What follows belongs to an exercise in optimizing a design on an open flow for small area, a short achievable clock period and few clock cycles; a production flow would make more cautious choices. RTL that was checked went through simulation tests only; none was proved equivalent to the original.

sierra:
==> module Cfu, before the edit <==
module Cfu (
  input               cmd_valid,
  output              cmd_ready,
  input      [9:0]    cmd_payload_function_id,
  input      [31:0]   cmd_payload_inputs_0,
  input      [31:0]   cmd_payload_inputs_1,
  output              rsp_valid,
  input               rsp_ready,
  output     [31:0]   rsp_payload_outputs_0,
  input               reset,
  input               clk
);
wire [2:0] opcode = cmd_payload_function_id[2:0];
wire ld_upper = opcode[1] & ~opcode[0];
reg         mode;
reg  [31:0] acc;
reg  [10:0] ups;       
reg         pending;   
reg         nib;       
wire hold = cmd_valid && opcode == 3'd2 && !mode && !nib;
wire go   = cmd_valid && !hold;
wire op0  = go && opcode == 3'd0;
wire op1  = go && opcode == 3'd1;
wire op2  = go && opcode == 3'd2;
wire op3  = go && opcode == 3'd3;
wire use_sum = op3 && !reset;
wire clr     = op1 || reset;
wire [10:0] psum;
Bitblade bitblade (
  .sel8(~mode & ~nib),
  .op3(use_sum),
  .in_a(cmd_payload_inputs_0),
  .in_b(cmd_payload_inputs_1),
  .acc(acc),
  .ldu(ld_upper),
  .p_g(ups & {11{mode & ~ld_upper}}),
  .keep(~use_sum & ~clr),
  .psum(psum),
  .rsp(rsp_payload_outputs_0)
);
assign cmd_ready = !hold;
assign rsp_valid = go | pending;
always @(posedge clk)
  acc <= rsp_payload_outputs_0;
always @(posedge clk) begin
  if (reset) begin
    mode    <= 1'b0;
    ups     <= 11'd0;
    pending <= 1'b0;
    nib     <= 1'b0;
  end else begin
    if (op0) mode <= cmd_payload_function_id[3];
    if (op2) ups <= psum;
    pending <= rsp_valid & ~rsp_ready;
    nib <= hold;
  end
end
endmodule
clock: 13.5 ns
lec_check: 0
cap_margin: 20
core_margin: 2
core_utilization: 40
cts_buf_list: sky130_fd_sc_hd__clkbuf_2 sky130_fd_sc_hd__clkbuf_4 sky130_fd_sc_hd__clkbuf_8
cts_cluster_size: 30
setup_slack_margin: 1.5
slew_margin: 20
synth_hierarchical: 1
synth_minimum_keep_size: 0
standard.sh (not shown) runs the stock make flow with config.mk's settings and CLKGATE_MAP_FILE= SYNTH_SCRIPT=/design/flow/synth_recipe.tcl, a recipe that flattens the netlist after the stock synthesis.
==> flow/flow/run.sh <==
#!/bin/bash
# Standard layout, with the port buffers made from sky130_fd_sc_hd__buf_2 cells instead of
# the delay cells the flow picks by default.  make's output goes to
# standard.log; each tool's own log is under orfs/logs/.
set -euo pipefail
export BUFFER_PORTS_ARGS="-buffer_cell sky130_fd_sc_hd__buf_2"
bash standard.sh > standard.log 2>&1
sierra | stages: all done | timing, DRC, antenna: all pass
Testbench counts of sierra, summed over its fixed seeds: cycles 2,112.
The inputs of violet differ from those of sierra as listed below.
--- a/flow/design.v
+++ b/flow/design.v
@@ -1844,10 +1844,11 @@
 wire [2:0] opcode = cmd_payload_function_id[2:0];
 wire ld_upper = opcode[1] & ~opcode[0];
 reg         mode;
 reg  [31:0] acc;
 reg  [10:0] ups;       
+reg         ups_set;   
 reg         pending;   
 reg         nib;       
 wire hold = cmd_valid && opcode == 3'd2 && !mode && !nib;
 wire go   = cmd_valid && !hold;
 wire op0  = go && opcode == 3'd0;
@@ -1862,28 +1863,30 @@
   .op3(use_sum),
   .in_a(cmd_payload_inputs_0),
   .in_b(cmd_payload_inputs_1),
   .acc(acc),
   .ldu(ld_upper),
-  .p_g(ups & {11{mode & ~ld_upper}}),
+  .p_g(ups & {11{mode & ups_set & ~ld_upper}}),
   .keep(~use_sum & ~clr),
   .psum(psum),
   .rsp(rsp_payload_outputs_0)
 );
 assign cmd_ready = !hold;
 assign rsp_valid = go | pending;
 always @(posedge clk)
   acc <= rsp_payload_outputs_0;
+always @(posedge clk)
+  if (op2) ups <= psum;
 always @(posedge clk) begin
   if (reset) begin
     mode    <= 1'b0;
-    ups     <= 11'd0;
+    ups_set <= 1'b0;
     pending <= 1'b0;
     nib     <= 1'b0;
   end else begin
     if (op0) mode <= cmd_payload_function_id[3];
-    if (op2) ups <= psum;
+    if (op2) ups_set <= 1'b1;
     pending <= rsp_valid & ~rsp_ready;
     nib <= hold;
   end
 end
 endmodule
--- outcome ---
| top achievable clock speed | sierra vs violet | ≈ equal |
Routed wire in violet totals less than in sierra.
Of violet and sierra, it is violet that has the higher clock net sink count.
Fraction of standard cell area that is sequential: violet vs sierra up 1.2 points
Count of inverters not on the clock network in the layout ended up about 3.3% lower on violet than on sierra.
Compared with sierra, in violet final instance area ~0 delta; number of distinct library cells after synthesis went up by 2.
The RTL of violet was laid out without a check of its function.

port drivers added, routing unchanged:
Ports are ideal in the flow. The routed layouts listed here were re-timed in OpenROAD. Step 1 sets driving cells, clkbuf_16 on the clock port and buf_2 on the other inputs (assumed; they add their load-dependent delay and slew). Step 2 moves the port delays by t, midway between the first and last clock arrival at a register: inputs arrive t later, outputs are due t later. That takes back most of the time a late clock gives input paths. Three values: no drivers, after step 1, after step 2; two values: the first two.
run	shift t [ns]	slack for setup (ns)	clock arrival spread, ns	pins driven straight from the clock port
sierra	0.325	1.897 / 1.872 / 1.872	0.012 / 0.013	1
violet	0.335	1.870 / 1.847 / 1.847	0.012 / 0.012	1
After both steps every run listed still meets setup and hold. For sierra, which loses most, drivers alone change the setup slack by -0.025 ns; drivers and shift together by -0.025 ns.
